This design comes from an exercise in tuning for small area, a short achievable clock period and few clock cycles per item on the open sky130 flow, not from production work. No functional check of the RTL was part of any run shown here. No driver is modelled on the clock port, so clocking that relies on it looks cheaper here than on a real chip. Power figures rest on the tool's default switching activity, not on a simulated workload.

## flow/flow/run.sh

```bash
#!/bin/bash
# The standard layout, except:
#  - synthesis maps the logic with flow/abc_custom.script, a light mapping
#    that keeps the RTL's and-inverter graph, instead of ORFS's
#    abc_speed.script (the rest of the synthesis script is the standard flow's own);
#  - port buffers are buf_1 cells;
#  - the constant outputs share one tie cell;
set -euo pipefail
here=$PWD
# A scripts folder that is ORFS's, with abc_speed.script replaced.
mkdir -p scripts_custom
for f in "$FLOW_HOME"/scripts/*; do ln -sf "$f" scripts_custom/; done
rm -f scripts_custom/abc_speed.script
cp flow/abc_custom.script scripts_custom/abc_speed.script
cat > synth_custom.tcl <<EOT
set ::env(SCRIPTS_DIR) $here/scripts_custom
source $here/synth_recipe.tcl
EOT
bash standard.sh SYNTH_SCRIPT=$here/synth_custom.tcl synth > synth.log 2>&1
bash standard.sh "BUFFER_PORTS_ARGS=-buffer_cell sky130_fd_sc_hd__buf_1" SKIP_REPAIR_TIE_FANOUT=1 POST_CTS_TCL=$here/flow/post_cts.tcl finish > standard.log 2>&1
```

## flow/flow/abc_custom.script

```
strash
dch
map
topo
stime -c
```

## flow/flow/post_cts.tcl

```tcl
source [file join [file dirname [info script]] sizeopt.tcl]
size_for_area_period $::env(FLOW_PERIOD_NS)
detailed_placement
check_placement -verbose
```

## flow/flow/sizeopt.tcl

```tcl
proc so_eval {} {
  estimate_parasitics -placement
  set ends [find_timing_paths -path_delay max -group_path_count $::so_k -endpoint_path_count 1]
  set ws [get_property [lindex $ends 0] slack]
  set sum 0.0
  foreach e $ends { set sum [expr {$sum + [get_property $e slack]}] }
  return [list [expr {[rsz::design_area] * 1e12 * ($::so_period - $ws)}] $sum]
}
proc so_better {a b} {
  lassign $a m1 s1
  lassign $b m2 s2
  if {$m1 < $m2 - 1e-6} { return 1 }
  if {$m1 <= $m2 + 1e-9 && $s1 > $s2 + 1e-6} { return 1 }
  return 0
}
proc so_family {inst} {
  set m [get_name [get_property $inst liberty_cell]]
  if {![regexp {^(sky130_fd_sc_hd__[a-z0-9]+)_(\d+)$} $m -> base drive]} { return {} }
  set out {}
  foreach lc [get_lib_cells ${base}_*] {
    set n [get_name $lc]
    if {[regexp "^${base}_\\d+\$" $n] && $n ne $m} { lappend out $n }
  }
  return $out
}
proc so_skip {inst} {
  set lc [get_property $inst liberty_cell]
  if {$lc eq "" || $lc eq "NULL"} { return 1 }
  return [regexp {df|clkbuf_|conb|tap|fill} [get_name $lc]]
}
proc so_try {inst best} {
  set orig [get_name [get_property $inst liberty_cell]]
  set bestcell $orig
  foreach c [so_family $inst] {
    replace_cell $inst $c
    set v [so_eval]
    if {[so_better $v $best]} { set best $v; set bestcell $c }
  }
  replace_cell $inst $bestcell
  return [list $best [expr {$bestcell ne $orig}] $bestcell]
}
proc size_for_area_period {period {k 8}} {
  set ::so_period $period
  set ::so_k $k
  set best [so_eval]
  puts "sizeopt: start $best"
  for {set pass 0} {$pass < 40} {incr pass} {
    set changed 0
    set insts {}
    foreach e [find_timing_paths -path_delay max -group_path_count $k -endpoint_path_count 1] {
      foreach pt [get_property $e points] {
        if {[catch {set inst [get_cells -of_objects [get_property $pt pin]]}] || $inst eq ""} { continue }
        if {[lsearch -exact $insts [get_name $inst]] < 0} { lappend insts [get_name $inst] }
      }
    }
    foreach name $insts {
      set inst [get_cells $name]
      if {[so_skip $inst]} { continue }
      lassign [so_try $inst $best] best ch cell
      if {$ch} { incr changed; puts "sizeopt: $name -> $cell $best" }
    }
    if {!$changed} { break }
  }
  foreach inst [get_cells *] {
    if {[so_skip $inst]} { continue }
    lassign [so_try $inst $best] best ch cell
    if {$ch} { puts "sizeopt: [get_name $inst] -> $cell $best" }
  }
  puts "sizeopt: end $best"
}
```

## flow/standard.sh

```bash
#!/bin/bash
# synth_recipe.tcl (not shown) runs the flow's synth.tcl, then flattens the netlist and writes it again
# the make line also repeats each setting of config.mk as NAME=value (left out here)
make -C /OpenROAD-flow-scripts/flow DESIGN_CONFIG=/design/flow/config.mk WORK_HOME=/design/flow/orfs CLKGATE_MAP_FILE= SYNTH_SCRIPT=/design/flow/synth_recipe.tcl "${@:-finish}"
```

## flow/config.mk

```make
export PLATFORM = sky130hd
export DESIGN_NAME = fastInvSqrt
export DESIGN_NICKNAME = fastInvSqrt
export VERILOG_FILES = /design/flow/design.v
export SDC_FILE = /design/flow/constraint.sdc
export NUM_CORES = 4
export LEC_CHECK = 0
export CAP_MARGIN = 20
export CORE_AREA = 2.5 2.5 61.5 61.5
export DIE_AREA = 0 0 64 64
export SLEW_MARGIN = 20
```

## flow/constraint.sdc

```tcl
create_clock -name core_clock -period 12.5 [get_ports {clk}]
set_input_delay 2.5000 -clock core_clock [delete_from_list [all_inputs] [get_ports {clk}]]
set_output_delay 2.5000 -clock core_clock [all_outputs]
set_load 0.01 [all_outputs]
```

## flow/design.v

```verilog
module fastInvSqrt #(
    parameter INT_WIDTH = 12,       
    parameter FRACT_WIDTH = 4        
    )
    (
    input wire clk,
    input wire rst_n,
    input wire [INT_WIDTH+FRACT_WIDTH-1:0] data_in,
    input wire valid_in,
    output reg ready_in,
    output wire [INT_WIDTH+FRACT_WIDTH-1:0] data_out,
    output reg valid_out,
    input wire ready_out
    );
    localparam WORD_WIDTH = INT_WIDTH + FRACT_WIDTH;
    wire [15:0] x = data_in;
    wire [5:0] s;
    wire n23, n24, n25, n26, n27, n28, n29, n30, n31, n32;
    wire n33, n34, n35, n36, n37, n38, n39, n40, n41, n42;
    wire n43, n44, n45, n46, n47, n48, n49, n50, n51, n52;
    wire n53, n54, n55, n56, n57, n58, n59, n60, n61, n62;
    wire n63, n64, n66, n67, n68, n69, n70, n71, n72, n73;
    wire n74, n75, n76, n77, n78, n79, n80, n81, n82, n83;
    wire n84, n85, n86, n87, n88, n89, n90, n92, n93, n94;
    wire n95, n96, n97, n99, n100, n101, n102, n103, n104, n106;
    wire n107, n108, n109, n111;
    assign n23 = ~x[12] & ~x[11];
    assign n24 = ~x[10] & n23;
    assign n25 = x[2] & x[1];
    assign n26 = ~x[4] & ~x[3];
    assign n27 = ~n25 & n26;
    assign n28 = ~x[5] & n27;
    assign n29 = ~x[7] & n28;
    assign n30 = x[7] & ~n28;
    assign n31 = ~n29 & ~n30;
    assign n32 = x[6] & ~n31;
    assign n33 = ~x[8] & ~n32;
    assign n34 = ~x[9] & ~n33;
    assign n35 = ~x[5] & ~x[2];
    assign n36 = x[4] & x[3];
    assign n37 = x[1] & x[0];
    assign n38 = n26 & ~n37;
    assign n39 = ~n36 & ~n38;
    assign n40 = n35 & ~n39;
    assign n41 = ~x[2] & ~x[1];
    assign n42 = n36 & ~n41;
    assign n43 = ~n27 & ~n35;
    assign n44 = ~n42 & n43;
    assign n45 = ~n40 & ~n44;
    assign n46 = ~x[1] & ~x[0];
    assign n47 = n26 & n46;
    assign n48 = ~x[6] & ~n47;
    assign n49 = ~x[9] & n48;
    assign n50 = ~n45 & n49;
    assign n51 = ~x[8] & ~x[7];
    assign n52 = x[6] & x[5];
    assign n53 = ~x[13] & ~n52;
    assign n54 = n51 & n53;
    assign n55 = ~n50 & n54;
    assign n56 = ~n34 & ~n55;
    assign n57 = n24 & ~n56;
    assign n58 = ~x[15] & ~x[14];
    assign n59 = ~x[13] & n58;
    assign n60 = n29 & n41;
    assign n61 = ~x[9] & n58;
    assign n62 = n24 & n61;
    assign n63 = n60 & n62;
    assign n64 = ~n59 & ~n63;
    assign s[0] = ~n57 & ~n64;
    assign n66 = ~x[5] & n26;
    assign n67 = ~x[8] & ~x[5];
    assign n68 = ~x[3] & ~n41;
    assign n69 = n67 & n68;
    assign n70 = ~x[6] & ~n69;
    assign n71 = ~n66 & ~n70;
    assign n72 = x[5] & ~x[2];
    assign n73 = x[3] & x[1];
    assign n74 = ~n72 & n73;
    assign n75 = ~x[8] & ~x[6];
    assign n76 = ~x[4] & n75;
    assign n77 = ~n74 & n76;
    assign n78 = ~n71 & ~n77;
    assign n79 = n31 & ~n78;
    assign n80 = ~x[13] & n62;
    assign n81 = ~x[7] & ~x[6];
    assign n82 = x[8] & ~n81;
    assign n83 = ~n60 & n82;
    assign n84 = n80 & ~n83;
    assign n85 = ~n79 & n84;
    assign n86 = n60 & n75;
    assign n87 = x[10] & x[9];
    assign n88 = ~n86 & n87;
    assign n89 = n23 & n59;
    assign n90 = ~n88 & n89;
    assign s[1] = ~n85 & n90;
    assign n92 = ~x[4] & ~x[2];
    assign n93 = ~n36 & ~n92;
    assign n94 = ~x[5] & ~n93;
    assign n95 = n48 & n94;
    assign n96 = n51 & ~n95;
    assign n97 = ~n71 & n96;
    assign s[2] = n84 & ~n97;
    assign n99 = x[3] & x[2];
    assign n100 = ~x[3] & ~n25;
    assign n101 = ~x[4] & ~n100;
    assign n102 = ~n99 & n101;
    assign n103 = n67 & n81;
    assign n104 = ~n102 & n103;
    assign s[3] = n84 & ~n104;
    assign n106 = n80 & n103;
    assign n107 = ~x[3] & n41;
    assign n108 = ~n47 & n107;
    assign n109 = ~n101 & ~n108;
    assign s[4] = n106 & ~n109;
    assign n111 = n27 & ~n41;
    assign s[5] = n106 & n111;
    reg [5:0] result;    
    wire full_next = valid_in | ~ready_in;   
    always @(posedge clk) begin
        if (!rst_n) begin
            valid_out <= 1'b0;
            ready_in <= 1'b1;
        end else begin
            valid_out <= ready_out & full_next;
            ready_in <= ready_out | ~full_next;
        end
    end
    always @(posedge clk) begin
        if (ready_in) result <= s;
    end
    assign data_out = {{(WORD_WIDTH-7){1'b0}}, result[4] & ~result[3] & result[2],
                       result[5:4], result[3] ^ result[2], result[2:1], result[0] ^ result[1]};
endmodule
```

==> results of run 1 <==
-- power by group through the flow --
stage | sequential [uW] | combinational (uW) | clock [uW]
floorplan | 31.2 | 11.1 | 0
global placement | 31.2 | 14.7 | 0
detailed placement | 31.2 | 14.6 | 0
global route | 30.9 | 17.2 | 23.5
finish | 30.7 | 14.9 | 20.8
-- per-stage QoR --
step	power (uW)	std cells	hold slack (ns)	area, um2	utilization
2_1_floorplan	42.3	95	0.588	696	-
3_3_place_gp	45.9	156	0.592	761	0.228
3_5_place_dp	45.8	156	0.598	761	0.228
5_1_grt	71.6	160	0.632	792	0.237
6_report	66.4	160	0.606	792	0.237
-- metal layers --
layer | vias to the layer above | GRT usage | wire (um)
met5 | - | 0 | 0
met4 | 0 | 0.0489 | 14
met3 | 4 | 0.0141 | 108
met2 | 24 | 0.163 | 854
met1 | 307 | 0.0839 | 564
li1 | 354 | - | -
-- synth_stat cells, types with 2 or more instances --
cell type / n
nand2_1: 15
buf_4: 13
clkinv_1: 13
nor2_1: 8
edfxtp_1: 6
o21ai_0: 6
a21oi_1: 5
nand3_1: 4
a31oi_1: 3
nand4_1: 3
nor3_1: 3
dfxtp_1: 2
o211ai_1: 2
o21a_1: 2
xor2_1: 2
-- area by class of cell --
cell class / instances / area share
Clock buffer: 4 / 0.0332
Inverter: 13 / 0.0616
Multi-Input combinational cell: 61 / 0.417
Sequential cell: 8 / 0.278
Tap cell: 46 / 0.0727
Timing Repair Buffer: 28 / 0.137
-- final timing paths --
path	start	to	slack (ns)	cells past startpoint
max	data_in[11]	result[1]	8.90	5
min	ready_in	result[2]	0.61	0
max reg2reg	ready_in	result[0]	11.67	0
min reg2reg	ready_in	result[2]	0.61	0
-- state kept, by name (all words and copies together) (netlist names) --
register and cells:
ready_in 1, result 6, valid_out 1
-- cells by family (layout without fill, tap and decap cells) --
kind of cell,count (synthesis),after routing
buffers and inverters,26,45
XOR/XNOR,2,2
flip-flops,8,8
other,1,1
AO/OA/AOI/OAI,22,22
adder cells (fa/ha/maj),1,1
AND/OR/NAND/NOR,35,35
==> out/results.ini, run 1 <==
[sta]
setup_slack_ns=8.90
fin_tns_setup_ns=0
rsz0062_at_grt=no
fin_crit_ns=3.60
slew_viol_final=0
hold_viol_final=0
setup_viol=0
skew_ns=0.00107
fmax_mhz=278
period_share=0.288

[floorplanning]
rows=21
initial_core_util=0.208
fp.dieW_um=64
coreArea_um2=3340
io_pins=38
die_h_um=64
die-area_um2=4100

[yosys]
synthSimpleGateAreaFrac=0.225
synth.largest_area_cell=edfxtp_1
ys_seq_elements=8
synth.distinct_cells=23
synth-xor-area-share=0.0252
syn_area_per_cell_um2=7.32
netlist_area_um2=696
synth_seq_area_share=0.317
synthCells=95
synthTopCellsByArea=edfxtp_1 (26%), buf_4 (14%), nand2_1 (8.1%)
yosysWarnings=1
synth_fp_nets=116
synth_compound_area_frac=0.200
synthAdderAreaFrac=0.0180
synth_flop_cell=edfxtp_1
synthMuxAreaShare=0
synth_top_family_by_area=simple AND/OR/NAND/NOR gates
yosysTopAreaCellShare=0.259
synth-edff-count=6
synth_async_sr_flop_share=0

[final_layout]
final_common_cell=buf_1
drive_gt1_frac=0.0614
areaGrowthSynthToFinish_pct=13.8
fin_nets=136
fill_cells=404
final_cell_mix=buf_1 (25), nand2_1 (15), clkinv_1 (13), nor2_1 (7), edfxtp_1 (6)
layout.area.seq_um2=220
multi_input_area_um2=330
antenna_cells=0

[worst_setup_path]
crit_type=in2reg
crit_required_ns=12.49
crit_slowest_cell=nor3_1
cp_max_fo=4
cpPeakStageDelay_ns=0.37
cp.buffers_inverters=1
arrival_ns=3.59
start_kind=input port
crit_family=simple AND/OR/NAND/NOR gates
end_kind=flip-flop
crit_chain=buf_1 -> nor3_1 -> nand4_1 -> a31oi_1 -> a21oi_1

[run_status]
status=timing/DRC/antenna clean

[pwr]
switchingPower_uw=19.5
ir_worst_vdd_mv=0.0154
leakage_uw=0.000286
powerDensity_nw_per_um2=83.8
p_int_uw=46.9
swShare=0.294
comb_power_share=0.224
power_frac_clock=0.313
seqPwrFrac=0.462

[placement]
gp_congestion=0.809
dp_hpwl_um=1280
io_buffer_count=28
pre_cts_ws_ns=8.59

[cts]
path_clk_slew_ns=0.05
cts_sinks=8
cts_tree=built
clk_latency_ns=0.25

[grt]
grt_pass1_vias=722
gr-total-overflow=0
grtUsageTotal=0.0846
antenna_found_initial=0
grt_pass1_wl_um=2800
grt_start_max_net_pins=10

[drt]
num_vias=689
firstDrtPassIters=4
drc=0
drtAntennaViolNets=0
detail_route.iter0.violations=3
drt-vias-per-instance=4.31
avgRoutedWirePerCell_um=9.64
finalWirelength_um=1540

[job]
maxCapViolCount=0

[hold_path]
hold_path.class=reg2reg

==> run 2: changes to the inputs <==
==> flow/design.v (replaced) <==
module fastInvSqrt #(
    parameter INT_WIDTH = 12,       
    parameter FRACT_WIDTH = 4        
    )
    (
    input wire clk,
    input wire rst_n,
    input wire [INT_WIDTH+FRACT_WIDTH-1:0] data_in,
    input wire valid_in,
    output reg ready_in,
    output wire [INT_WIDTH+FRACT_WIDTH-1:0] data_out,
    output reg valid_out,
    input wire ready_out
    );
    localparam WORD_WIDTH = INT_WIDTH + FRACT_WIDTH;
    wire [15:0] x = data_in;
    wire [5:0] s;
    wire n23, n24, n25, n26, n27, n28, n29, n30, n31, n32;
    wire n33, n34, n35, n36, n37, n38, n39, n40, n41, n42;
    wire n43, n44, n45, n46, n47, n48, n49, n50, n51, n52;
    wire n53, n54, n55, n56, n57, n58, n59, n60, n61, n62;
    wire n63, n64, n65, n67, n68, n69, n70, n71, n72, n73;
    wire n74, n75, n76, n77, n78, n79, n80, n81, n82, n83;
    wire n84, n85, n86, n87, n88, n89, n90, n91, n93, n94;
    wire n95, n96, n97, n98, n99, n100, n101, n102, n103, n105;
    wire n107, n109;
    assign n23 = x[4] & x[3];
    assign n24 = ~x[4] & ~x[3];
    assign n25 = ~x[2] & ~n24;
    assign n26 = ~n23 & n25;
    assign n27 = ~x[6] & ~n26;
    assign n28 = ~x[5] & ~n27;
    assign n29 = ~x[2] & ~x[1];
    assign n30 = x[0] & ~n29;
    assign n31 = ~x[1] & ~x[0];
    assign n32 = ~x[5] & ~n31;
    assign n33 = ~n30 & n32;
    assign n34 = x[2] & x[1];
    assign n35 = n24 & ~n34;
    assign n36 = ~n33 & n35;
    assign n37 = x[5] & x[1];
    assign n38 = ~x[2] & ~n37;
    assign n39 = n23 & ~n38;
    assign n40 = ~x[9] & ~n39;
    assign n41 = ~n36 & n40;
    assign n42 = ~x[13] & ~x[6];
    assign n43 = ~n41 & n42;
    assign n44 = ~n28 & ~n43;
    assign n45 = ~x[12] & ~x[11];
    assign n46 = ~x[10] & n45;
    assign n47 = ~x[8] & ~x[7];
    assign n48 = n46 & n47;
    assign n49 = ~n44 & n48;
    assign n50 = ~x[5] & n24;
    assign n51 = ~n34 & n50;
    assign n52 = x[7] & ~n51;
    assign n53 = ~x[7] & n51;
    assign n54 = ~x[8] & ~n53;
    assign n55 = ~n52 & n54;
    assign n56 = ~x[9] & n46;
    assign n57 = ~x[8] & ~x[6];
    assign n58 = n56 & ~n57;
    assign n59 = ~n55 & n58;
    assign n60 = ~x[15] & ~x[14];
    assign n61 = n29 & n53;
    assign n62 = n56 & n61;
    assign n63 = x[13] & ~n62;
    assign n64 = n60 & ~n63;
    assign n65 = ~n59 & n64;
    assign s[0] = ~n49 & n65;
    assign n67 = ~x[13] & n60;
    assign n68 = n56 & n67;
    assign n69 = ~x[7] & ~x[6];
    assign n70 = x[8] & ~n69;
    assign n71 = ~n61 & n70;
    assign n72 = n68 & ~n71;
    assign n73 = ~x[6] & ~x[5];
    assign n74 = x[3] & x[1];
    assign n75 = n73 & n74;
    assign n76 = x[2] & n74;
    assign n77 = ~x[6] & ~x[4];
    assign n78 = ~n76 & n77;
    assign n79 = x[6] & ~n50;
    assign n80 = ~x[3] & ~n29;
    assign n81 = n73 & n80;
    assign n82 = ~n79 & ~n81;
    assign n83 = ~n78 & n82;
    assign n84 = ~n75 & ~n83;
    assign n85 = n55 & n84;
    assign n86 = n72 & ~n85;
    assign n87 = n57 & n61;
    assign n88 = x[10] & x[9];
    assign n89 = ~n87 & n88;
    assign n90 = n45 & n67;
    assign n91 = ~n89 & n90;
    assign s[1] = ~n86 & n91;
    assign n93 = n47 & ~n79;
    assign n94 = n24 & ~n36;
    assign n95 = ~x[4] & x[2];
    assign n96 = n80 & ~n95;
    assign n97 = ~n23 & n73;
    assign n98 = ~n96 & n97;
    assign n99 = ~n94 & n98;
    assign n100 = ~x[3] & n99;
    assign n101 = n73 & ~n95;
    assign n102 = ~n100 & n101;
    assign n103 = n93 & ~n102;
    assign s[2] = n72 & ~n103;
    assign n105 = n68 & n93;
    assign s[3] = ~n99 & n105;
    assign n107 = ~n36 & n98;
    assign s[4] = n105 & n107;
    assign n109 = n47 & n81;
    assign s[5] = n86 & n109;
    reg [5:0] result;    
    wire full_next = valid_in | ~ready_in;   
    always @(posedge clk) begin
        if (!rst_n) begin
            valid_out <= 1'b0;
            ready_in <= 1'b1;
        end else begin
            valid_out <= ready_out & full_next;
            ready_in <= ready_out | ~full_next;
        end
    end
    always @(posedge clk) begin
        if (ready_in) result <= s;
    end
    assign data_out = {{(WORD_WIDTH-7){1'b0}}, result[4] & result[3] & result[2],
                       result[5:1], result[0] ^ result[1]};
endmodule
==> out/results.ini, run 2 <==
[sta]
fin_crit_ns=3.60  ; -0.000500 ns
rsz0062_at_grt=no
period_share=0.288  ; about the same
slew_viol_final=0  ; unchanged
setup_slack_ns=8.90  ; +0.000500 ns
setup_viol=0  ; unchanged
skew_ns=0.00529  ; +0.00423 ns
fin_tns_setup_ns=0  ; unchanged
hold_viol_final=0  ; unchanged
fmax_mhz=278  ; about the same

[yosys]
synth_fp_nets=126  ; +8.6%
synth_seq_area_share=0.300  ; -0.0162
synth_async_sr_flop_share=0  ; unchanged
synth.largest_area_cell=edfxtp_1
netlist_area_um2=733  ; +5.4%
yosysMostFrequentCell=clkinv_1
synthTopCellsByArea=edfxtp_1 (25%), buf_4 (14%), clkinv_1 (7.7%)
synthTopCellsByCount=clkinv_1 (15), buf_4 (14), nand2_1 (14), nor2_1 (14), a21oi_1 (9)
syn_area_per_cell_um2=6.92  ; -5.5%
synthCells=106  ; +12%
synth-edff-count=6  ; unchanged
synth.distinct_cells=24  ; +4.3%
ys_seq_elements=8  ; unchanged
synth_flop_cell=edfxtp_1
yosysWarnings=1  ; unchanged
yosysTopAreaCellShare=0.246  ; -0.0133

[floorplanning]
coreArea_um2=3340  ; unchanged
io_pins=38  ; unchanged
initial_core_util=0.220  ; +0.0112
die_h_um=64  ; unchanged
rows=21  ; unchanged
fp.dieW_um=64  ; unchanged
die-area_um2=4100  ; unchanged

[drt]
wl_met3_um=140  ; +30%
met1Wirelength_um=674  ; +20%
firstDrtPassIters=3  ; -1
drc=0  ; unchanged
highest_layer=met4
avgRoutedWirePerCell_um=9.04  ; -6.2%
detail_route.iter0.violations=13  ; +10
drtAntennaViolNets=0  ; unchanged
finalWirelength_um=1540  ; -0.39%
drt-vias-per-instance=4.25  ; -1.4%
wl_met2_um=715  ; -16%
num_vias=722  ; +4.8%

[cts]
clk_latency_ns=0.25  ; about the same
cts_tree=built
path_clk_slew_ns=0.05  ; about the same
cts_sinks=8  ; unchanged

[final_layout]
regMostFlops=result
fin_util=0.247  ; +0.00937
fin_nets=145  ; +6.6%
final_common_cell=buf_1
final_cell_mix=buf_1 (27), clkinv_1 (15), nor2_1 (14), nand2_1 (14), a21oi_1 (9)
reg_top3=result: 6 flops, ready_in: 1 flops, valid_out: 1 flops
final_area_um2=823  ; +3.9%
antenna_cells=0  ; unchanged
drive_gt1_frac=0.0403  ; -0.0211
largest_register_ffs=6  ; unchanged
areaGrowthSynthToFinish_pct=12.3

[worst_setup_path]
end_kind=flip-flop
start_kind=input port
r2r_start=ready_in
crit_path_start=data_in[2]
cp_max_fo=9  ; +5
r2r_cells=5  ; +5
arrival_ns=3.61  ; +0.02 ns
crit_required_ns=12.51  ; +0.02 ns
crit_type=in2reg

[grt]
grt_start_max_net_pins=10  ; unchanged
gr-total-overflow=0  ; unchanged
grt_pass1_wl_um=2500  ; -11%
antenna_found_initial=0  ; unchanged
grtUsageTotal=0.0762  ; -0.00844
grt_pass1_vias=625  ; -13%

[job]
maxCapViolCount=0  ; unchanged

[hold_path]
worstHoldPathCells=0  ; unchanged
hold_path.class=reg2reg
worstHoldStart=ready_in

[pwr]
ir_worst_vdd_mv=0.0198  ; +28%
powerDensity_nw_per_um2=81.4  ; -2.8%
leakage_uw=0.000285  ; -0.28%

[placement]
dp_hpwl_um=1340  ; +4.8%
dpl_cell_area_um2=791  ; +3.9%
gp_congestion=0.825  ; +1.9%
io_buffer_count=28  ; unchanged
pre_cts_ws_ns=8.43  ; -0.152 ns

[run_status]
status=timing/DRC/antenna clean

-- run 2: final timing paths --
path                to  slack [ns]
min          result[2]        0.59
max          result[5]        8.90
min reg2reg  result[2]        0.59
max reg2reg  valid_out       11.49
-- run 2: power by group --
group / total (uW) / internal (uW) / switching, uW
registers: 30.6 / 29.8 / 0.805
logic: 15.9 / 5.43 / 10.4
clock network: 20.6 / 12.2 / 8.42
total: 67.1 / 47.4 / 19.7
-- run 2: worst max-delay path, stage by stage --
cell and delay, ns:
buf_1 0.27, nand2_1 0.15, nand3_1 0.10, nor3b_1 0.28, nand3_1 0.14, and3_1 0.17
-- run 2: logic make-up (layout without fill, tap and decap cells) --
family          after synthesis  count (layout)  share of synthesized area
buf+inv                      29              47                      0.220
simple gates                 44              44                      0.270
compound gates               23              23                      0.193
xor+xnor                      1               1                     0.0119
other cells                   1               1                    0.00511
flops                         8               8                      0.300
-- run 2: final cells by class --
cell class / count / area [um2]
multi-input combinational: 69 / 354
inverter: 15 / 56.3
timing repair buffer: 28 / 109
tap: 46 / 57.6
sequential: 8 / 220
clock buffer: 4 / 26.3
fill: 385 / 2510
-- run 2: routing by layer --
metal  up-vias  track usage
met4         0       0.0245
met5         -            0
met1       309       0.0841
li1        383            -
met2        28        0.132
met3         2       0.0317
-- run 2: through the flow --
| step | total power (uW) | hold WS (ns) | cells |
|---|---|---|---|
| 6_report | 67.1 | 0.594 | 170 |
| 3_3_place_gp | 46.7 | 0.592 | 166 |
| 3_5_place_dp | 46.7 | 0.591 | 166 |
| 5_1_grt | 71.8 | 0.610 | 170 |
| 2_1_floorplan | 43.3 | 0.592 | 106 |
==> run 3: changes to the inputs <==
==> flow/design.v (replaced) <==
module fastInvSqrt #(
    parameter INT_WIDTH = 12,       
    parameter FRACT_WIDTH = 4        
    )
    (
    input wire clk,
    input wire rst_n,
    input wire [INT_WIDTH+FRACT_WIDTH-1:0] data_in,
    input wire valid_in,
    output reg ready_in,
    output wire [INT_WIDTH+FRACT_WIDTH-1:0] data_out,
    output reg valid_out,
    input wire ready_out
    );
    localparam WORD_WIDTH = INT_WIDTH + FRACT_WIDTH;
    wire [15:0] x = data_in;
    wire [5:0] s;
    wire n23, n24, n25, n26, n27, n28, n29, n30, n31, n32;
    wire n33, n34, n35, n36, n37, n38, n39, n40, n41, n42;
    wire n43, n44, n45, n46, n47, n48, n49, n50, n51, n52;
    wire n53, n54, n55, n56, n57, n58, n59, n60, n61, n62;
    wire n63, n64, n65, n66, n67, n68, n69, n71, n72, n73;
    wire n74, n75, n76, n77, n78, n79, n80, n81, n82, n83;
    wire n84, n85, n86, n87, n88, n89, n90, n92, n93, n94;
    wire n95, n96, n97, n99, n100, n101, n102, n104, n105, n107;
    assign n23 = ~x[8] & ~x[7];
    assign n24 = ~x[6] & n23;
    assign n25 = ~x[2] & ~x[1];
    assign n26 = x[4] & x[3];
    assign n27 = ~n25 & n26;
    assign n28 = ~x[5] & ~x[3];
    assign n29 = n25 & n28;
    assign n30 = ~x[4] & n29;
    assign n31 = x[0] & n30;
    assign n32 = ~x[4] & ~x[3];
    assign n33 = x[2] & x[1];
    assign n34 = n32 & ~n33;
    assign n35 = ~n31 & n34;
    assign n36 = ~n27 & ~n35;
    assign n37 = ~x[5] & ~n29;
    assign n38 = ~x[2] & n37;
    assign n39 = ~n36 & ~n38;
    assign n40 = ~x[9] & ~n39;
    assign n41 = n24 & ~n40;
    assign n42 = x[1] & x[0];
    assign n43 = n32 & ~n42;
    assign n44 = ~x[2] & ~n26;
    assign n45 = ~n43 & n44;
    assign n46 = ~x[6] & ~n45;
    assign n47 = ~x[5] & n23;
    assign n48 = ~n46 & n47;
    assign n49 = ~x[4] & n28;
    assign n50 = ~n33 & n49;
    assign n51 = ~n23 & ~n50;
    assign n52 = ~x[7] & n50;
    assign n53 = ~n51 & ~n52;
    assign n54 = x[6] & ~n53;
    assign n55 = ~x[8] & ~n54;
    assign n56 = ~x[9] & ~n55;
    assign n57 = ~n48 & ~n56;
    assign n58 = ~n41 & n57;
    assign n59 = ~x[12] & ~x[11];
    assign n60 = ~x[13] & n59;
    assign n61 = ~x[10] & n60;
    assign n62 = ~n58 & n61;
    assign n63 = ~x[15] & ~x[14];
    assign n64 = n24 & n30;
    assign n65 = ~x[10] & ~x[9];
    assign n66 = n59 & n65;
    assign n67 = n64 & n66;
    assign n68 = x[13] & ~n67;
    assign n69 = n63 & ~n68;
    assign s[0] = ~n62 & n69;
    assign n71 = n60 & n63;
    assign n72 = n65 & n71;
    assign n73 = x[6] & ~n30;
    assign n74 = ~x[7] & ~n73;
    assign n75 = x[8] & ~n74;
    assign n76 = n72 & ~n75;
    assign n77 = x[6] & ~n49;
    assign n78 = ~n25 & n28;
    assign n79 = x[4] & ~n78;
    assign n80 = x[5] & ~x[2];
    assign n81 = x[3] & x[1];
    assign n82 = ~n80 & n81;
    assign n83 = ~x[6] & ~n82;
    assign n84 = ~n79 & n83;
    assign n85 = ~n77 & ~n84;
    assign n86 = n53 & ~n85;
    assign n87 = n76 & ~n86;
    assign n88 = x[10] & x[9];
    assign n89 = ~n64 & n88;
    assign n90 = n71 & ~n89;
    assign s[1] = ~n87 & n90;
    assign n92 = ~n31 & ~n38;
    assign n93 = ~x[6] & ~n92;
    assign n94 = x[4] & n37;
    assign n95 = n23 & ~n77;
    assign n96 = ~n94 & n95;
    assign n97 = ~n93 & n96;
    assign s[2] = n76 & ~n97;
    assign n99 = ~x[5] & ~n94;
    assign n100 = ~n41 & n49;
    assign n101 = n99 & ~n100;
    assign n102 = n72 & n95;
    assign s[3] = ~n101 & n102;
    assign n104 = n24 & n72;
    assign n105 = ~n35 & n99;
    assign s[4] = n104 & n105;
    assign n107 = ~n25 & n50;
    assign s[5] = n104 & n107;
    reg [5:0] result;    
    wire full_next = valid_in | ~ready_in;   
    always @(posedge clk) begin
        if (!rst_n) begin
            valid_out <= 1'b0;
            ready_in <= 1'b1;
        end else begin
            valid_out <= ready_out & full_next;
            ready_in <= ready_out | ~full_next;
        end
    end
    always @(posedge clk) begin
        if (ready_in) result <= s;
    end
    assign data_out = {{(WORD_WIDTH-7){1'b0}}, result[4] & result[3] & result[2],
                       result[5:1], result[0] ^ result[1]};
endmodule
==> out/results.ini, run 3 <==
[sta]
fin_tns_setup_ns=0  ; unchanged
fin_crit_ns=3.50  ; -0.0949 ns
rsz0062_at_grt=no
setup_viol=0  ; unchanged
hold_viol_final=0  ; unchanged
skew_ns=0.00139  ; -0.00390 ns
period_share=0.280  ; -0.00759
fmax_mhz=285  ; +2.7%
slew_viol_final=0  ; unchanged

[floorplanning]
coreArea_um2=3340  ; unchanged
fp.dieW_um=64  ; unchanged
initial_core_util=0.213  ; -0.00675
rows=21  ; unchanged
die_h_um=64  ; unchanged
die-area_um2=4100  ; unchanged
io_pins=38  ; unchanged

[placement]
dpl_cell_area_um2=768  ; -2.8%
dp_hpwl_um=1320  ; -1.5%
io_buffer_count=28  ; unchanged
gp_congestion=0.861  ; +4.3%

[worst_setup_path]
arrival_ns=3.60  ; about the same
crit_top_cell=nand2_1
crit_chain=buf_1 -> clkinv_1 -> nand3_1 -> nand2_1 -> nand3_1 -> nand2_1 -> a21oi_1 -> nand2_1 -> a21oi_1
end_kind=flip-flop
r2r_cells=3  ; -2
r2r_slack_ns=11.59  ; +0.10 ns
r2r-end=valid_out
crit_required_ns=12.60  ; +0.09 ns
cpPeakStageDelay_ns=0.19  ; -0.09 ns
crit_slowest_cell=clkinv_1
cp_max_fo=5  ; -4
crit_type=in2reg
start_kind=input port
crit_path_start=data_in[5]
r2r_start=ready_in
cp-endpoint=result[0]

[final_layout]
regMostFlops=result
reg_top3=result: 6 flops, ready_in: 1 flops, valid_out: 1 flops
layout.area.seq_um2=220  ; unchanged
fin_nets=143  ; -1.4%
areaGrowthSynthToFinish_pct=12.9
final_area_um2=802  ; -2.6%
fill_cells=376  ; -2.3%
antenna_cells=0  ; unchanged
drive_gt1_frac=0.0744  ; +0.0341
multi_input_area_um2=355  ; +0.35%
final_cell_mix=buf_1 (25), nand2_1 (23), nor2_1 (11), clkinv_1 (10)
final_common_cell=buf_1
largest_register_ffs=6  ; unchanged

[grt]
gr-total-overflow=0  ; unchanged
grt_start_max_net_pins=10  ; unchanged
grt_pass1_wl_um=2550  ; +2.0%
grtUsageTotal=0.0766  ; +0.000370
antenna_found_initial=0  ; unchanged
grt_pass1_vias=677  ; +8.3%

[yosys]
synth.largest_area_cell=edfxtp_1
synthCells=104  ; -1.9%
netlist_area_um2=711  ; -3.1%
yosysMostFrequentCell=nand2_1
ys_seq_elements=8  ; unchanged
synth-edff-count=6  ; unchanged
synth_fp_nets=124  ; -1.6%
synth_flop_cell=edfxtp_1
syn_area_per_cell_um2=6.83  ; -1.2%
yosysTopAreaCellShare=0.254  ; +0.00779
synth.distinct_cells=22  ; -8.3%
synthTopCellsByCount=nand2_1 (23), buf_4 (14), nor2_1 (11), clkinv_1 (10)
yosysWarnings=1  ; unchanged
synth_async_sr_flop_share=0  ; unchanged
synth_seq_area_share=0.310  ; +0.00952
synthTopCellsByArea=edfxtp_1 (25%), buf_4 (15%), nand2_1 (12%)

[cts]
clk_latency_ns=0.25  ; about the same
cts_sinks=8  ; unchanged
cts_tree=built
path_clk_slew_ns=0.05  ; about the same

[pwr]
swShare=0.298  ; +0.00434
p_int_uw=45.9  ; -3.2%
seqPwrFrac=0.468  ; +0.012
switchingPower_uw=19.5  ; -1.1%
powerDensity_nw_per_um2=81.5  ; about the same
comb_power_share=0.237  ; about the same
leakage_uw=0.000286  ; +0.32%
ir_worst_vdd_mv=0.0167  ; -15%
power_frac_clock=0.295  ; -0.012

[drt]
drtAntennaViolNets=0  ; unchanged
firstDrtPassIters=4  ; +1
avgRoutedWirePerCell_um=9.38  ; +3.8%
finalWirelength_um=1570  ; +2.0%
drt-vias-per-instance=4.33  ; +1.9%
detail_route.iter0.violations=27  ; +14
drc=0  ; unchanged
num_vias=723  ; +0.14%

[hold_path]
hold_path.class=reg2reg

[run_status]
status=timing/DRC/antenna clean

[job]
maxCapViolCount=0  ; unchanged

run 3: changes by cell type in the layout (fill, tap and decap cells not counted), moves of 2 or more:
cell,change
nand2_1,+9
nor3_1,+4
clkinv_1,-5
o22ai_1,-2
buf_2,+3
o21bai_1,-3
nor2_1,-3
buf_1,-2
run 3: kinds of logic after synthesis:
group,after synthesis,synth area share
DFF,8,0.310
and+or+nand+nor,52,0.315
xor gates and xnor gates,1,0.0123
other,1,0.00528
AOI/OAI and AO/OA,18,0.157
buffers and inverters,24,0.201
run 3: routing by layer:
metal  GRT usage  wire, um  up-vias
li1            -         -      371
met1      0.0894       677      322
met2       0.125       735       28
met3      0.0194       133        2
met4      0.0462        19        0
met5           0         0        -
run 3: through the flow:
step	setup WS (ns)	total power, uW	std cells	utilization	hold WS [ns]
after floorplan	9.04	42.8	104	-	0.592
after global placement	8.59	46.1	164	0.230	0.596
after detailed placement	8.63	46.2	164	0.230	0.598
after global routing	8.82	69.4	167	0.240	0.636
final	9.00	65.3	167	0.240	0.607
run 3: layout make-up:
cell class	instances	share of cell area
clock buffer	3	0.0281
sequential	8	0.275
timing repair buffer	28	0.136
tap	46	0.0718
multi-input combinational	72	0.443
inverter	10	0.0468
run 3: worst min path at each step:
stage	from	cells past startpoint	end	slack (ns)
after global placement	ready_in	0	result[2]	0.60
after detailed placement	ready_in	0	result[2]	0.60
after floorplan	ready_in	0	result[0]	0.59
final	ready_in	0	result[3]	0.61
after global routing	ready_in	0	result[3]	0.64
run 3: power by group through the flow:
stage	clock network (uW)	registers (uW)	logic (uW)
floorplan	0	31.1	11.7
global placement	0	31.1	15.0
detailed placement	0	31.1	15.0
global route	21.2	30.7	17.5
finish	19.3	30.6	15.5
run 3: worst max-delay path: cells and delay by family:
family,cells,cell delay (ns)
AO/OA/AOI/OAI,2,0.27
buffers and inverters,2,0.37
AND/OR/NAND/NOR,5,0.45
==> run 4: changes to the inputs <==
==> flow/design.v (replaced) <==
module fastInvSqrt #(
    parameter INT_WIDTH = 12,       
    parameter FRACT_WIDTH = 4        
    )
    (
    input wire clk,
    input wire rst_n,
    input wire [INT_WIDTH+FRACT_WIDTH-1:0] data_in,
    input wire valid_in,
    output reg ready_in,
    output wire [INT_WIDTH+FRACT_WIDTH-1:0] data_out,
    output reg valid_out,
    input wire ready_out
    );
    localparam WORD_WIDTH = INT_WIDTH + FRACT_WIDTH;
    wire [15:0] x = data_in;
    wire [5:0] s;
    wire n23, n24, n25, n26, n27, n28, n29, n30, n31, n32;
    wire n33, n34, n35, n36, n37, n38, n39, n40, n41, n42;
    wire n43, n44, n45, n46, n47, n48, n49, n50, n51, n52;
    wire n53, n54, n55, n56, n57, n58, n59, n60, n61, n62;
    wire n63, n64, n65, n66, n68, n69, n70, n71, n72, n73;
    wire n74, n75, n76, n77, n78, n79, n80, n81, n82, n83;
    wire n84, n85, n86, n87, n89, n90, n91, n92, n93, n94;
    wire n95, n96, n97, n98, n100, n101, n102, n103, n105, n107;
    assign n23 = ~x[12] & ~x[11];
    assign n24 = ~x[10] & n23;
    assign n25 = ~x[8] & ~x[7];
    assign n26 = n24 & n25;
    assign n27 = ~x[4] & ~x[3];
    assign n28 = x[5] & ~x[2];
    assign n29 = x[1] & ~n28;
    assign n30 = n27 & ~n29;
    assign n31 = ~x[2] & ~x[1];
    assign n32 = x[4] & x[3];
    assign n33 = ~n31 & n32;
    assign n34 = ~n30 & ~n33;
    assign n35 = ~x[0] & n27;
    assign n36 = ~x[2] & ~n35;
    assign n37 = ~x[5] & n36;
    assign n38 = ~n34 & ~n37;
    assign n39 = ~x[13] & n38;
    assign n40 = ~x[9] & ~n39;
    assign n41 = ~x[6] & ~n40;
    assign n42 = ~x[5] & n27;
    assign n43 = n31 & n42;
    assign n44 = ~n32 & n36;
    assign n45 = ~n43 & n44;
    assign n46 = ~x[6] & ~n45;
    assign n47 = ~x[5] & ~n46;
    assign n48 = ~n41 & ~n47;
    assign n49 = n26 & ~n48;
    assign n50 = x[2] & x[1];
    assign n51 = n42 & ~n50;
    assign n52 = x[7] & ~n51;
    assign n53 = ~x[7] & n51;
    assign n54 = ~n52 & ~n53;
    assign n55 = ~x[8] & n54;
    assign n56 = ~x[15] & ~x[14];
    assign n57 = ~x[13] & n56;
    assign n58 = ~x[9] & n24;
    assign n59 = n57 & n58;
    assign n60 = ~x[8] & ~x[6];
    assign n61 = n59 & ~n60;
    assign n62 = ~n55 & n61;
    assign n63 = n26 & n43;
    assign n64 = x[13] & ~n63;
    assign n65 = n56 & ~n64;
    assign n66 = ~n62 & n65;
    assign s[0] = ~n49 & n66;
    assign n68 = x[6] & ~n43;
    assign n69 = ~x[7] & ~n68;
    assign n70 = x[8] & ~n69;
    assign n71 = n59 & ~n70;
    assign n72 = x[6] & ~n42;
    assign n73 = ~x[5] & ~x[3];
    assign n74 = ~n31 & n73;
    assign n75 = x[4] & ~n74;
    assign n76 = x[3] & n29;
    assign n77 = n60 & ~n76;
    assign n78 = ~n75 & n77;
    assign n79 = ~n72 & ~n78;
    assign n80 = n54 & ~n79;
    assign n81 = n71 & ~n80;
    assign n82 = ~x[7] & n60;
    assign n83 = n43 & n82;
    assign n84 = x[10] & x[9];
    assign n85 = ~n83 & n84;
    assign n86 = n23 & n57;
    assign n87 = ~n85 & n86;
    assign s[1] = ~n81 & n87;
    assign n89 = n25 & ~n72;
    assign n90 = ~x[4] & n36;
    assign n91 = ~x[3] & ~x[2];
    assign n92 = ~x[4] & ~n91;
    assign n93 = ~x[3] & n31;
    assign n94 = ~n92 & ~n93;
    assign n95 = ~n90 & ~n94;
    assign n96 = ~x[6] & ~x[5];
    assign n97 = ~n95 & n96;
    assign n98 = n89 & ~n97;
    assign s[2] = n71 & ~n98;
    assign n100 = n59 & n89;
    assign n101 = ~n94 & n96;
    assign n102 = ~x[3] & ~n49;
    assign n103 = n101 & ~n102;
    assign s[3] = n100 & ~n103;
    assign n105 = ~n38 & n101;
    assign s[4] = n100 & n105;
    assign n107 = n74 & n82;
    assign s[5] = n81 & n107;
    reg [5:0] result;    
    wire full_next = valid_in | ~ready_in;   
    always @(posedge clk) begin
        if (!rst_n) begin
            valid_out <= 1'b0;
            ready_in <= 1'b1;
        end else begin
            valid_out <= ready_out & full_next;
            ready_in <= ready_out | ~full_next;
        end
    end
    always @(posedge clk) begin
        if (ready_in) result <= s;
    end
    assign data_out = {{(WORD_WIDTH-7){1'b0}}, result[4] & result[3] & result[2],
                       result[5:1], result[0] ^ result[1]};
endmodule
==> out/results.ini, run 4 <==
[worst_setup_path]
crit_top_cell=nand2_1
cp_max_fo=4  ; -1
cp.buffers_inverters=1  ; -1
start_kind=input port
crit_chain=buf_1 -> nor3_2 -> nand3_1 -> nand2_1 -> nand2_1 -> nand2_1 -> nand2_1 -> a21oi_1 -> nor3b_2
crit_type=in2reg
r2r_cells=5  ; +2
crit_family=simple AND/OR/NAND/NOR gates
crit_required_ns=12.59  ; about the same
worst-path-stages=9  ; unchanged
end_kind=flip-flop
crit_slowest_cell=nor3_2
arrival_ns=3.66  ; +0.06 ns
cpPeakStageDelay_ns=0.24  ; +0.05 ns

[sta]
setup_slack_ns=8.92  ; -0.0739 ns
skew_ns=0.00420  ; +0.00281 ns
slew_viol_final=0  ; unchanged
fin_crit_ns=3.58  ; +0.0739 ns
fin_tns_setup_ns=0  ; unchanged
period_share=0.286  ; +0.00591
hold_viol_final=0  ; unchanged
setup_viol=0  ; unchanged
rsz0062_at_grt=no
fmax_mhz=280  ; -2.1%

[floorplanning]
die_h_um=64  ; unchanged
rows=21  ; unchanged
initial_core_util=0.214  ; +0.00112
coreArea_um2=3340  ; unchanged
die-area_um2=4100  ; unchanged
fp.dieW_um=64  ; unchanged
io_pins=38  ; unchanged

[grt]
antenna_found_initial=0  ; unchanged
grt_pass1_vias=584  ; -14%
grtUsageTotal=0.0833  ; +0.00675
grt_pass1_wl_um=2660  ; +4.3%
gr-total-overflow=0  ; unchanged
grt_start_max_net_pins=10  ; unchanged

[pwr]
powerDensity_nw_per_um2=79.9  ; -2.0%
ir_worst_vdd_mv=0.0204  ; +22%
swShare=0.300  ; +0.00186
power_frac_clock=0.291  ; -0.004
seqPwrFrac=0.468  ; about the same
switchingPower_uw=19.6  ; +0.81%
leakage_uw=0.000296  ; +3.2%
comb_power_share=0.241  ; +0.004
p_int_uw=45.8  ; about the same

[yosys]
synth_flop_cell=edfxtp_1
netlist_area_um2=714  ; +0.53%
synthCells=103  ; -0.96%
yosysWarnings=1  ; unchanged
synth.distinct_cells=22  ; unchanged
yosysTopAreaCellShare=0.252  ; -0.00133
synth_seq_area_share=0.308  ; -0.00163
synthTopCellsByCount=nand2_1 (19), clkinv_1 (16), buf_4 (14), nand3_1 (9), nor2_1 (8)
synth_fp_nets=123  ; -0.81%
ys_seq_elements=8  ; unchanged
synth-edff-count=6  ; unchanged
synth_async_sr_flop_share=0  ; unchanged
syn_area_per_cell_um2=6.94  ; +1.5%
yosysMostFrequentCell=nand2_1
synthTopCellsByArea=edfxtp_1 (25%), buf_4 (15%), nand2_1 (10%)
synth.largest_area_cell=edfxtp_1

[final_layout]
fill_cells=379  ; +0.80%
final_cell_mix=buf_1 (27), nand2_1 (19), clkinv_1 (16), nand3_1 (9)
regMostFlops=result
final_common_cell=buf_1
fin_util=0.246  ; +0.00525
final_cells=166  ; -0.60%
fin_nets=142  ; -0.70%
reg_top3=result: 6 flops, ready_in: 1 flops, valid_out: 1 flops
areaGrowthSynthToFinish_pct=14.7
antenna_cells=0  ; unchanged
largest_register_ffs=6  ; unchanged
drive_gt1_frac=0.0750  ; +0.000620

[run_status]
status=timing/DRC/antenna clean

[drt]
drc=0  ; unchanged
avgRoutedWirePerCell_um=9.89  ; +5.5%
finalWirelength_um=1640  ; +4.9%
drt-vias-per-instance=4.08  ; -5.7%
drtAntennaViolNets=0  ; unchanged
detail_route.iter0.violations=27  ; unchanged
firstDrtPassIters=4  ; unchanged
num_vias=678  ; -6.2%

[cts]
cts_sinks=8  ; unchanged
cts_tree=built
path_clk_slew_ns=0.05  ; about the same
clk_latency_ns=0.25  ; about the same

[placement]
dp_hpwl_um=1390  ; +5.3%
pre_cts_ws_ns=8.36  ; -0.264 ns
gp_congestion=0.854  ; -0.74%
dp_cells=163  ; -0.61%
io_buffer_count=28  ; unchanged

[hold_path]
worstHoldPathCells=0  ; unchanged
hold_path.class=reg2reg

[job]
maxCapViolCount=0  ; unchanged

[run 4: cell count changes in the layout (fill, tap and decap cells not counted), sizes merged, moves of 2 or more]
cell | before | now
clkinv | 10 | 16
nor3 | 6 | 2
o21ai | 1 | 4
a211oi | 3 | 0
nor2 | 11 | 8
nand2 | 23 | 19
o21a | 2 | 0
[run 4: area by class of cell]
class,count,area [um2],share of cell area
clock buffer,3,22.5,0.0275
inverter,16,60.1,0.0733
multi-input combinational,65,353,0.431
sequential,8,220,0.269
tap,46,57.6,0.0702
timing repair buffer,28,106,0.130
[run 4: power by group through the flow]
stage               clock, uW  combinational, uW  sequential [uW]
finish                   19.0               15.8             30.7
floorplan                   0               12.0             31.1
global route             21.6               17.7             30.8
global placement            0               15.0             31.2
detailed placement          0               14.9             31.2
[run 4: stage by stage]
stage / power, uW / hold slack (ns) / area [um2]
after floorplan: 43.1 / 0.592 / 714
after global placement: 46.3 / 0.607 / 772
after detailed placement: 46.2 / 0.600 / 772
after global routing: 70.2 / 0.636 / 820
final: 65.5 / 0.609 / 820
[run 4: cell families (layout without fill, tap and decap cells)]
group,after synthesis,count (layout),share of synthesized area
xor+xnor,2,2,0.0245
compound gates,16,16,0.133
buf+inv,30,47,0.231
other cells,1,1,0.00525
flops,8,8,0.308
simple gates,46,46,0.298
[run 4: per-layer routing]
metal / routed length, um / global-route usage / vias up
met2: 743 / 0.128 / 21
met1: 772 / 0.108 / 287
met3: 126 / 0.0264 / 0
met5: 0 / 0 / -
li1: - / - / 370
met4: 0 / 0.0326 / 0
[run 4: path summary, 6_finish.rpt]
path | start | slack [ns] | end
min reg2reg | ready_in | 0.61 | result[0]
min | ready_in | 0.61 | result[0]
max reg2reg | ready_in | 11.51 | valid_out
max | data_in[5] | 8.92 | result[5]
==> run 5: changes to the inputs <==
==> flow/design.v (replaced) <==
module fastInvSqrt #(
    parameter INT_WIDTH = 12,       
    parameter FRACT_WIDTH = 4        
    )
    (
    input wire clk,
    input wire rst_n,
    input wire [INT_WIDTH+FRACT_WIDTH-1:0] data_in,
    input wire valid_in,
    output reg ready_in,
    output wire [INT_WIDTH+FRACT_WIDTH-1:0] data_out,
    output reg valid_out,
    input wire ready_out
    );
    localparam WORD_WIDTH = INT_WIDTH + FRACT_WIDTH;
    wire [15:0] x = data_in;
    wire [5:0] s;
    wire n23, n24, n25, n26, n27, n28, n29, n30, n31, n32;
    wire n33, n34, n35, n36, n37, n38, n39, n40, n41, n42;
    wire n43, n44, n45, n46, n47, n48, n49, n50, n51, n52;
    wire n53, n54, n55, n56, n57, n58, n59, n60, n61, n62;
    wire n63, n64, n66, n67, n68, n69, n70, n71, n72, n73;
    wire n74, n75, n76, n77, n78, n79, n80, n81, n82, n83;
    wire n84, n85, n86, n87, n88, n89, n91, n92, n93, n94;
    wire n95, n96, n97, n98, n99, n100, n101, n103, n104, n105;
    wire n107, n109;
    assign n23 = x[2] & x[1];
    assign n24 = ~x[4] & ~x[3];
    assign n25 = ~n23 & n24;
    assign n26 = ~x[5] & n25;
    assign n27 = x[7] & n26;
    assign n28 = ~x[7] & x[5];
    assign n29 = x[6] & ~n28;
    assign n30 = ~n27 & n29;
    assign n31 = ~x[8] & ~n30;
    assign n32 = x[5] & ~n24;
    assign n33 = ~x[2] & ~n32;
    assign n34 = ~x[2] & ~x[1];
    assign n35 = x[4] & x[3];
    assign n36 = ~n34 & n35;
    assign n37 = ~n33 & n36;
    assign n38 = ~x[9] & ~n37;
    assign n39 = ~x[5] & n24;
    assign n40 = ~n35 & ~n39;
    assign n41 = n33 & n40;
    assign n42 = x[0] & n34;
    assign n43 = n25 & ~n42;
    assign n44 = x[1] & ~x[0];
    assign n45 = n43 & ~n44;
    assign n46 = ~n41 & ~n45;
    assign n47 = n38 & n46;
    assign n48 = ~x[7] & ~x[6];
    assign n49 = ~x[13] & n48;
    assign n50 = ~n47 & n49;
    assign n51 = n31 & ~n50;
    assign n52 = ~x[12] & ~x[11];
    assign n53 = ~x[10] & n52;
    assign n54 = ~x[8] & ~x[7];
    assign n55 = x[9] & ~n54;
    assign n56 = n53 & ~n55;
    assign n57 = ~n51 & n56;
    assign n58 = ~x[15] & ~x[14];
    assign n59 = ~x[9] & n53;
    assign n60 = ~x[7] & n34;
    assign n61 = n39 & n60;
    assign n62 = n59 & n61;
    assign n63 = x[13] & ~n62;
    assign n64 = n58 & ~n63;
    assign s[0] = ~n57 & n64;
    assign n66 = n31 & n61;
    assign n67 = x[10] & x[9];
    assign n68 = ~n66 & n67;
    assign n69 = ~n26 & n54;
    assign n70 = ~n27 & ~n69;
    assign n71 = x[6] & ~n39;
    assign n72 = ~x[5] & ~n34;
    assign n73 = x[4] & ~n72;
    assign n74 = x[5] & ~x[2];
    assign n75 = x[3] & x[1];
    assign n76 = ~n74 & n75;
    assign n77 = ~x[6] & ~n35;
    assign n78 = ~n76 & n77;
    assign n79 = ~n73 & n78;
    assign n80 = ~n71 & ~n79;
    assign n81 = ~n70 & ~n80;
    assign n82 = ~x[13] & n58;
    assign n83 = n59 & n82;
    assign n84 = x[8] & ~n48;
    assign n85 = ~n61 & n84;
    assign n86 = n83 & ~n85;
    assign n87 = ~n81 & n86;
    assign n88 = n52 & n82;
    assign n89 = ~n87 & n88;
    assign s[1] = ~n68 & n89;
    assign n91 = n54 & n83;
    assign n92 = ~n71 & n91;
    assign n93 = ~x[1] & ~n42;
    assign n94 = n24 & ~n93;
    assign n95 = ~x[3] & n34;
    assign n96 = ~n94 & n95;
    assign n97 = ~x[6] & ~x[5];
    assign n98 = ~x[4] & x[2];
    assign n99 = n97 & ~n98;
    assign n100 = ~n96 & n99;
    assign n101 = n92 & ~n100;
    assign s[2] = n86 & ~n101;
    assign n103 = x[4] & ~n95;
    assign n104 = n97 & ~n103;
    assign n105 = ~n94 & n104;
    assign s[3] = n92 & ~n105;
    assign n107 = n91 & n104;
    assign s[4] = ~n43 & n107;
    assign n109 = n25 & ~n34;
    assign s[5] = n107 & n109;
    reg [5:0] result;    
    wire full_next = valid_in | ~ready_in;   
    always @(posedge clk) begin
        if (!rst_n) begin
            valid_out <= 1'b0;
            ready_in <= 1'b1;
        end else begin
            valid_out <= ready_out & full_next;
            ready_in <= ready_out | ~full_next;
        end
    end
    always @(posedge clk) begin
        if (ready_in) result <= s;
    end
    assign data_out = {{(WORD_WIDTH-7){1'b0}}, result[4] & result[3] & result[2],
                       result[5:1], result[0] ^ result[1]};
endmodule
==> out/results.ini, run 5 <==
[yosys]
synth_fp_nets=121  ; -1.6%
syn_area_per_cell_um2=6.96  ; +0.37%
synth_async_sr_flop_share=0  ; unchanged
synth_seq_area_share=0.313  ; +0.00494
netlist_area_um2=703  ; -1.6%
yosysWarnings=1  ; unchanged
synth.largest_area_cell=edfxtp_1
synth-edff-count=6  ; unchanged
synth_compound_area_frac=0.155  ; +0.0217
synth.distinct_cells=21  ; -4.5%
synth-xor-area-share=0.0125  ; -0.0121
synthTopCellsByCount=nand2_1 (22), buf_4 (14), clkinv_1 (12), nor2_1 (11)
yosysMostFrequentCell=nand2_1
synthCells=101  ; -1.9%
synth_flop_cell=edfxtp_1
synthMuxAreaShare=0  ; unchanged
ys_seq_elements=8  ; unchanged
synthSimpleGateAreaFrac=0.301  ; +0.00299
synthAdderAreaFrac=0  ; unchanged
yosysTopAreaCellShare=0.256  ; +0.00404
synthTopCellsByArea=edfxtp_1 (26%), buf_4 (15%), nand2_1 (12%)
synth_top_family_by_area=simple AND/OR/NAND/NOR gates

[drt]
finalWirelength_um=1530  ; -6.8%
detail_route.iter0.violations=8  ; -70%
drc=0  ; unchanged
firstDrtPassIters=4  ; unchanged
drtAntennaViolNets=0  ; unchanged
num_vias=706  ; +4.1%
avgRoutedWirePerCell_um=9.28  ; -6.2%
drt-vias-per-instance=4.28  ; +4.8%

[final_layout]
fin_nets=140  ; -1.4%
regMostFlops=result
fill_cells=391  ; +3.2%
final_area_um2=798  ; -2.6%
largest_register_ffs=6  ; unchanged
final_common_cell=buf_1
drive_gt1_frac=0.0588  ; -0.0162
fin_util=0.239  ; -0.00637
reg_top3=result: 6 flops, ready_in: 1 flops, valid_out: 1 flops
antenna_cells=0  ; unchanged
final_cell_mix=buf_1 (26), nand2_1 (22), clkinv_1 (12), nor2_1 (9)
areaGrowthSynthToFinish_pct=13.5

[sta]
hold_viol_final=0  ; unchanged
fin_crit_ns=3.54  ; -0.0411 ns
skew_ns=0.00106  ; -0.00314 ns
slew_viol_final=0  ; unchanged
fmax_mhz=283  ; +1.2%
period_share=0.283  ; -0.00329
timing.hold.ws_ns=0.601  ; -0.00891 ns
rsz0062_at_grt=no
fin_tns_setup_ns=0  ; unchanged
setup_viol=0  ; unchanged

[placement]
dpl_cell_area_um2=761  ; -1.5%
gp_congestion=0.911  ; +6.7%
dp_hpwl_um=1320  ; -5.1%
io_buffer_count=28  ; unchanged

[grt]
grtUsageTotal=0.0758  ; -0.00746
grt_pass1_vias=627  ; +7.4%
gr-total-overflow=0  ; unchanged
grt_pass1_wl_um=2500  ; -6.0%
antenna_found_initial=0  ; unchanged
grt_start_max_net_pins=10  ; unchanged

[worst_setup_path]
arrival_ns=3.54  ; -0.12 ns
cp_max_fo=8  ; +4
start_kind=input port
cpPeakStageDelay_ns=0.28  ; +0.04 ns
end_kind=flip-flop
r2r-end=valid_out
crit_required_ns=12.50  ; -0.09 ns
crit_slowest_cell=nor3_1
crit_chain=buf_2 -> nor2_4 -> nand2_1 -> nor3_1 -> o21ai_1 -> o211a_1
r2r_start=ready_in
r2r_slack_ns=11.59  ; +0.08 ns
r2r_cells=3  ; -2
crit_type=in2reg

[floorplanning]
die-area_um2=4100  ; unchanged
die_h_um=64  ; unchanged
fp.dieW_um=64  ; unchanged
io_pins=38  ; unchanged
coreArea_um2=3340  ; unchanged
rows=21  ; unchanged
initial_core_util=0.211  ; -0.00337

[job]
maxCapViolCount=0  ; unchanged

[cts]
path_clk_slew_ns=0.05  ; about the same
clk_latency_ns=0.25  ; about the same
cts_tree=built
cts_sinks=8  ; unchanged

[run_status]
status=timing/DRC/antenna clean

[hold_path]
hold_end=result[0]
hold_path.class=reg2reg
worstHoldStart=ready_in
worstHoldPathCells=0  ; unchanged

[pwr]
ir_worst_vdd_mv=0.0191  ; -6.4%
powerDensity_nw_per_um2=82.9  ; +3.8%
leakage_uw=0.000281  ; -5.0%

==> run 5: power breakdown <==
group	switching [uW]	total (uW)	internal [uW]
combinational	10.3	15.2	4.88
clock	8.28	20.5	12.2
sequential	0.792	30.5	29.8
==> run 5: stage by stage <==
| step | power [uW] | cells | setup slack [ns] |
|---|---|---|---|
| 2_1_floorplan | 42.6 | 101 | 8.85 |
| 3_3_place_gp | 45.9 | 161 | 8.54 |
| 3_5_place_dp | 45.8 | 161 | 8.49 |
| 5_1_grt | 70.7 | 165 | 8.86 |
| 6_report | 66.2 | 165 | 8.96 |
==> run 5: cells by family after synthesis <==
kind of cell / Yosys count
XOR/XNOR: 1
AND/OR/NAND/NOR: 49
other: 1
AO/OA/AOI/OAI: 16
flip-flops: 8
buffers and inverters: 26
==> run 5: worst max path at each step <==
| stage | endpoint | startpoint | slack [ns] | depth (start not counted) |
|---|---|---|---|---|
| 6_report | result[1] | data_in[3] | 8.96 | 6 |
| 5_1_grt | result[1] | data_in[3] | 8.86 | 6 |
| 3_5_place_dp | result[1] | data_in[3] | 8.49 | 6 |
| 3_3_place_gp | result[1] | data_in[3] | 8.54 | 6 |
| 2_1_floorplan | result[1] | data_in[3] | 8.85 | 5 |
==> run 5: worst max-delay path, delay by kind of cell <==
| family | cells | cell delay (ns) |
|---|---|---|
| and+or+nand+nor | 3 | 0.52 |
| AOI/OAI and AO/OA | 2 | 0.36 |
| buffers and inverters | 1 | 0.15 |
==> run 5: layout make-up <==
type                            instances  area (um2)  area share
Clock buffer                            4        26.3      0.0329
Inverter                               12        45.0      0.0564
Multi-Input combinational cell         67         342       0.428
Sequential cell                         8         220       0.276
Tap cell                               46        57.6      0.0721
Timing Repair Buffer                   28         108       0.135
==> run 5: per-layer routing <==
layer	part of all wire	wire, um	up-vias	track usage
li1	-	-	374	-
met1	0.42	646	312	0.0831
met2	0.49	750	20	0.132
met3	0.087	133	0	0.0211
met4	0	0	0	0.0408
met5	0	0	-	0

==> re-timing with driven ports <==
Ports are ideal in the flow. The routed layouts listed here were re-timed in OpenROAD.
Step 1 assumes that a clkbuf_16 drives the clock port and a buf_2 every other input.
Step 2 moves the port delays by t, midway between the first and last clock arrival at a register: inputs arrive t later, outputs are due t later. That takes back most of the time a late clock gives input paths.
Slacks: ideal ports / drivers / drivers and shift; pairs: ideal ports / drivers.
| run | t, ns | setup slack, ns | hold slack, ns | clock arrival spread, ns | worst register clock-pin slew, ns |
|---|---|---|---|---|---|
| run 1 | 0.266 | 8.902 / 8.896 / 8.630 | 0.606 / 0.606 / 0.606 | 0.001 / 0.002 | 0.05 / 0.05 |
| run 2 | 0.269 | 8.902 / 8.898 / 8.630 | 0.594 / 0.594 / 0.594 | 0.005 / 0.005 | 0.05 / 0.05 |
| run 3 | 0.267 | 8.997 / 8.993 / 8.727 | 0.607 / 0.607 / 0.607 | 0.001 / 0.001 | 0.05 / 0.05 |
| run 4 | 0.263 | 8.923 / 8.914 / 8.651 | 0.609 / 0.609 / 0.609 | 0.005 / 0.004 | 0.05 / 0.05 |
| run 5 | 0.262 | 8.965 / 8.961 / 8.699 | 0.601 / 0.601 / 0.601 | 0.001 / 0.002 | 0.05 / 0.05 |
After both steps every run listed still meets setup and hold.
